Context: an optimization exercise on an open-source flow, tuned for small area and a short achievable clock period. The choices shown serve that exercise and are no tape-out recipe. At most, simulation tests tie the RTL to the original design; equivalence was not proved.

Setup of sierra:
Design cordic, start of the top module:
module cordic(clk, angle, sine, cosine);
  input clk;
  input signed [31:0] angle;
  output signed [15:0] sine;
  output signed [15:0] cosine;
  reg [31:0] a0;
  always @(posedge clk) a0 <= angle;
  wire dk_1 = ~a0[29];
  wire zp1_p0 = a0[0] ^ 1'b1;
  wire zp1_g0 = a0[0] & 1'b1;
  wire zp1_p1 = a0[1] ^ 1'b0;
  wire zp1_g1 = a0[1] & 1'b0;
  wire zp1_p2 = a0[2] ^ 1'b1;
  wire zp1_g2 = a0[2] & 1'b1;
  wire zp1_p3 = a0[3] ^ 1'b1;
  wire zp1_g3 = a0[3] & 1'b1;
  wire zp1_p4 = a0[4] ^ 1'b1;
  wire zp1_g4 = a0[4] & 1'b1;
  wire zp1_p5 = a0[5] ^ 1'b0;
  wire zp1_g5 = a0[5] & 1'b0;
  wire zp1_p6 = a0[6] ^ 1'b0;
  wire zp1_g6 = a0[6] & 1'b0;
  wire zp1_p7 = a0[7] ^ 1'b0;
  wire zp1_g7 = a0[7] & 1'b0;
  wire zp1_p8 = a0[8] ^ 1'b1;
  wire zp1_g8 = a0[8] & 1'b1;
  wire zp1_p9 = a0[9] ^ 1'b0;
  wire zp1_g9 = a0[9] & 1'b0;
  wire zp1_p10 = a0[10] ^ 1'b1;
  wire zp1_g10 = a0[10] & 1'b1;
  wire zp1_p11 = a0[11] ^ 1'b0;
  wire zp1_g11 = a0[11] & 1'b0;
  wire zp1_p12 = a0[12] ^ 1'b0;
  wire zp1_g12 = a0[12] & 1'b0;
  wire zp1_p13 = a0[13] ^ 1'b0;
  wire zp1_g13 = a0[13] & 1'b0;
  wire zp1_p14 = a0[14] ^ 1'b0;
  wire zp1_g14 = a0[14] & 1'b0;
  wire zp1_p15 = a0[15] ^ 1'b0;
  wire zp1_g15 = a0[15] & 1'b0;
  wire zp1_p16 = a0[16] ^ 1'b0;
  wire zp1_g16 = a0[16] & 1'b0;
  wire zp1_p17 = a0[17] ^ 1'b0;
  wire zp1_g17 = a0[17] & 1'b0;
  wire zp1_p18 = a0[18] ^ 1'b1;
  wire zp1_g18 = a0[18] & 1'b1;
  wire zp1_p19 = a0[19] ^ 1'b0;
  wire zp1_g19 = a0[19] & 1'b0;
  wire zp1_p20 = a0[20] ^ 1'b0;
  wire zp1_g20 = a0[20] & 1'b0;
  wire zp1_p21 = a0[21] ^ 1'b1;
  wire zp1_g21 = a0[21] & 1'b1;
  wire zp1_p22 = a0[22] ^ 1'b1;
  wire zp1_g22 = a0[22] & 1'b1;
  wire zp1_p23 = a0[23] ^ 1'b1;
  wire zp1_g23 = a0[23] & 1'b1;
  wire zp1_p24 = a0[24] ^ 1'b0;
  wire zp1_g24 = a0[24] & 1'b0;
  wire zp1_p25 = a0[25] ^ 1'b1;
  wire zp1_g25 = a0[25] & 1'b1;
  wire zp1_p26 = a0[26] ^ 1'b0;
  wire zp1_g26 = a0[26] & 1'b0;
  wire zp1_p27 = a0[27] ^ 1'b0;
  wire zp1_g27 = a0[27] & 1'b0;
  wire zp1_p28 = a0[28] ^ 1'b1;
  ...
Size in the first run: about 3400 cells after synthesis, about 520 flip-flops, roughly 65 I/O pins, roughly 0.028 mm2 of cells after synthesis.
export LEC_CHECK = 0
export CAP_MARGIN = 20
export CORE_MARGIN = 2
export CORE_UTILIZATION = 40
export CTS_CLUSTER_DIAMETER = 100
export CTS_CLUSTER_SIZE = 30
export SETUP_SLACK_MARGIN = 1.15
export SLEW_MARGIN = 20
create_clock -name core_clock -period 3.5 [get_ports {clk}]
standard.sh (not shown) runs the stock make flow with config.mk's settings and CLKGATE_MAP_FILE= SYNTH_SCRIPT=/design/flow/synth_recipe.tcl, a recipe that flattens the netlist after the stock synthesis.
==> flow/flow/run.sh <==
#!/bin/bash
# Own layout flow: the standard flow (standard.sh) with these changes to how
# the layout is made:
#  1. synthesis is the standard synthesis script (synth_recipe.tcl), but ABC
#     maps the logic without the slow 4-high stacked cells and a few slow two-stage cells (patch_abc.py) and
#     without first mapping adders to fa/ha cells (ADDER_MAP_FILE empty);
#     registers are mapped before ABC, so they are the standard synthesis's;
#  2. port buffers are buf_2 cells instead of the delay cell buffer_ports picks;
#  3. the resizer may swap a cell for any cell of the same function.
# Each step's full output goes to a log file in this folder.
set -uo pipefail
here=$(pwd)
rm -rf "$here/myscripts"
cp -r "$FLOW_HOME/scripts" "$here/myscripts"
python3 flow/patch_abc.py "$here/myscripts/synth_preamble.tcl" > patch.log 2>&1 || exit 1
bash standard.sh SCRIPTS_DIR="$here/myscripts" ADDER_MAP_FILE= synth > synth.log 2>&1 || exit 1
export BUFFER_PORTS_ARGS="-buffer_cell sky130_fd_sc_hd__buf_2"
bash standard.sh MATCH_CELL_FOOTPRINT=0 finish > layout.log 2>&1
==> flow/flow/patch_abc.py <==
# Adds -dont_use for the slow 4-high stacked cells to ABC's arguments only.
import sys
p = sys.argv[1]
s = open(p).read()
anchor = 'set abc_args [list -script $abc_script \\\n  {*}$lib_args {*}$lib_dont_use_args -constr $::env(OBJECTS_DIR)/abc.constr]\n'
assert anchor in s, "anchor not found"
cells = ("a2111o a2111oi o2111a o2111ai a311o a311oi o311a o311ai a41o a41oi o41a o41ai "
         "or4 or4b or4bb nor4 nor4b nor4bb and4 and4b and4bb a221o a221oi o221a o221ai "
         "a222oi a32o a32oi o32a o32ai maj3 or3 or3b and3b o31a a31o o2bb2a a2bb2o").split()
extra = "foreach c {%s} {\n  lappend abc_args -dont_use sky130_fd_sc_hd__${c}_*\n}\n" % " ".join(cells)
open(p, "w").write(s.replace(anchor, anchor + extra))
print("patched", p)
> inputs changed (sierra -> tundra)
- CAP_MARGIN now 5, was 20
- SLEW_MARGIN now 5, was 20
- SETUP_SLACK_MARGIN now 1.1, was 1.15
## What came out
- sierra → tundra: total iterations of the first detailed-routing run now larger; routed wire length moved down; synthesized area per cell did not really move; pin slew with the least headroom to its limit increased 49 ps.
- Of sierra and tundra, the lower fmax belongs to tundra.
## Diff of input files: delta against tundra
- SETUP_SLACK_MARGIN: 1.1 -> 1.3
- CAP_MARGIN: 5 -> 20
- SLEW_MARGIN: 5 -> 20
--- a/flow/flow/patch_abc.py
+++ b/flow/flow/patch_abc.py
@@ -7,5 +7,5 @@
 cells = ("a2111o a2111oi o2111a o2111ai a311o a311oi o311a o311ai a41o a41oi o41a o41ai "
          "or4 or4b or4bb nor4 nor4b nor4bb and4 and4b and4bb a221o a221oi o221a o221ai "
-         "a222oi a32o a32oi o32a o32ai maj3 or3 or3b and3b o31a a31o o2bb2a a2bb2o").split()
+         "a222oi a32o a32oi o32a o32ai maj3 or3 or3b and3b o31a a31o o2bb2a a2bb2o a211o a22o a21o a21bo o211a o21a o21ba nand4 nand4b nand4bb and3 nor3b o22a").split()
 extra = "foreach c {%s} {\n  lappend abc_args -dont_use sky130_fd_sc_hd__${c}_*\n}\n" % " ".join(cells)
 open(p, "w").write(s.replace(anchor, anchor + extra))
Results
Wire: delta routes more than tundra
The global-route wire length before repair reported for delta is greater than that of tundra by 4.4%.
Transition time of the tightest slew-check pin is higher on tundra
Of delta and tundra, the higher area growth from synthesis to layout belongs to delta.
In the tables for delta and tundra, worst hold slack reads lower with delta.
The global routing met3 resource utilization reported for delta is greater than that of tundra by 0.56 points.
Post-synthesis share of cell area spent on xor and xnor gates ends up higher on tundra.
On worst setup slack, the higher figure sits with delta, not tundra.
Sequential standard cell area of delta exceeds that of tundra slightly.


== the previous run ==
cordic, a different RTL version from the one above (not shown whole).
Size: about 3800 cells after synthesis, ~65 I/O pins, ~35000 um^2 of cells after synthesis.
==> flow/design.v (excerpt) <==
module cordic(clk, angle, sine, cosine);
  input clk;
  input signed [31:0] angle;
  output signed [15:0] sine;
  output signed [15:0] cosine;
  reg [31:0] a0;
  always @(posedge clk) a0 <= angle;
  wire [29:0] z1 = {~a0[29], a0[28:0]};
  wire d1_0 = z1[29];
  reg [29:0] z2;   
  always @(posedge clk) z2 <= z1[29] ? z1[29:0] + 30'h12E4051D : z1[29:0] + 30'h2D1BFAE3;
  reg [28:0] z3;   
  always @(posedge clk) z3 <= z2[29] ? z2[28:0] + 29'h9FB385B : z2[28:0] + 29'h1604C7A5;
  reg [27:0] z4;   
  always @(posedge clk) z4 <= z3[28] ? z3[27:0] + 28'h51111D4 : z3[27:0] + 28'hAEEEE2C;
  reg [26:0] z5;   
  always @(posedge clk) z5 <= z4[27] ? z4[26:0] + 27'h28B0D43 : z4[26:0] + 27'h574F2BD;
  reg [25:0] z6;   
  always @(posedge clk) z6 <= z5[26] ? z5[25:0] + 26'h145D7E1 : z5[25:0] + 26'h2BA281F;
  reg [24:0] z7;   
  always @(posedge clk) z7 <= z6[25] ? z6[24:0] + 25'hA2F61E : z6[24:0] + 25'h15D09E2;
  reg [23:0] z8;   
  always @(posedge clk) z8 <= z7[24] ? z7[23:0] + 24'h517C55 : z7[23:0] + 24'hAE83AB;
  reg [22:0] z9;   
  always @(posedge clk) z9 <= z8[23] ? z8[22:0] + 23'h28BE53 : z8[22:0] + 23'h5741AD;
  reg [21:0] z10;   
  always @(posedge clk) z10 <= z9[22] ? z9[21:0] + 22'h145F2E : z9[21:0] + 22'h2BA0D2;
  wire [20:0] z11 = z10[21] ? z10[20:0] + 21'hA2F98 : z10[20:0] + 21'h15D068;
  reg d1_1; always @(posedge clk) d1_1 <= z1[29];
  reg d1_2; always @(posedge clk) d1_2 <= d1_1;
  ...
export LEC_CHECK = 0
export CAP_MARGIN = 20
export CORE_MARGIN = 2
export CORE_UTILIZATION = 40
export SETUP_SLACK_MARGIN = 1.2
export SLEW_MARGIN = 20
create_clock -name core_clock -period 3.5 [get_ports {clk}]
run.sh (not shown) runs the stock make flow with config.mk's settings and CLKGATE_MAP_FILE= SYNTH_SCRIPT=/design/flow/synth_recipe.tcl, a recipe that flattens the netlist after the stock synthesis.
Stock flow here: none of the scripts above is used.
Relative to the previous run, the following input files were edited for the current run:
- swapping 1.2 for 1.6 in SETUP_SLACK_MARGIN
Results
Compared with the previous run, the current run shows routed wire length that has gone up by a few percent.
Area taken by multi-input logic gates: the current run higher than the previous run
On quantity of gates resized following cts, the lower figure sits with the previous run, not the current run.
From the previous run to the current run the numbers moved as follows: layout overhead on the synthesized area rose by 7.6 points, worst hold margin fell by 17 ps, transition time at the pin with the least slew margin fell by 120 ps.
For number of endpoints with negative hold slack in the final report, the previous run and the current run come out practically identical.
The current run ends up with higher final instance area than the previous run does.
No run of this note included a check of the RTL's function; only the layout flow was run.

## afterwards: timing with drivers on the ports
Ports are ideal in the flow. The routed layouts listed here were re-timed in OpenROAD.
Step 1: set_driving_cell puts a clkbuf_16 on clk and a buf_2 on each other input, an assumption about the parent block.
Step 2, shift: input delay + t, output delay - t, t = (earliest + latest rising clock arrival at the registers) / 2. This alone moves slack from input paths to output paths.
a / b / c = no drivers / after step 1 / after step 2; a / b = the first two.
run | shift t [ns] | slack for setup (ns) | worst setup path at the end
sierra | 0.635 | 1.207 / 1.207 / 1.207 | register to register
tundra | 0.639 | 1.196 / 1.196 / 1.196 | register to register
delta | 0.642 | 1.210 / 1.210 / 1.210 | register to register
the previous run | 0.669 | 0.686 / 0.686 / 0.686 | register to register
the current run | 0.669 | 0.682 / 0.682 / 0.682 | register to register
After both steps every run listed still meets setup and hold.
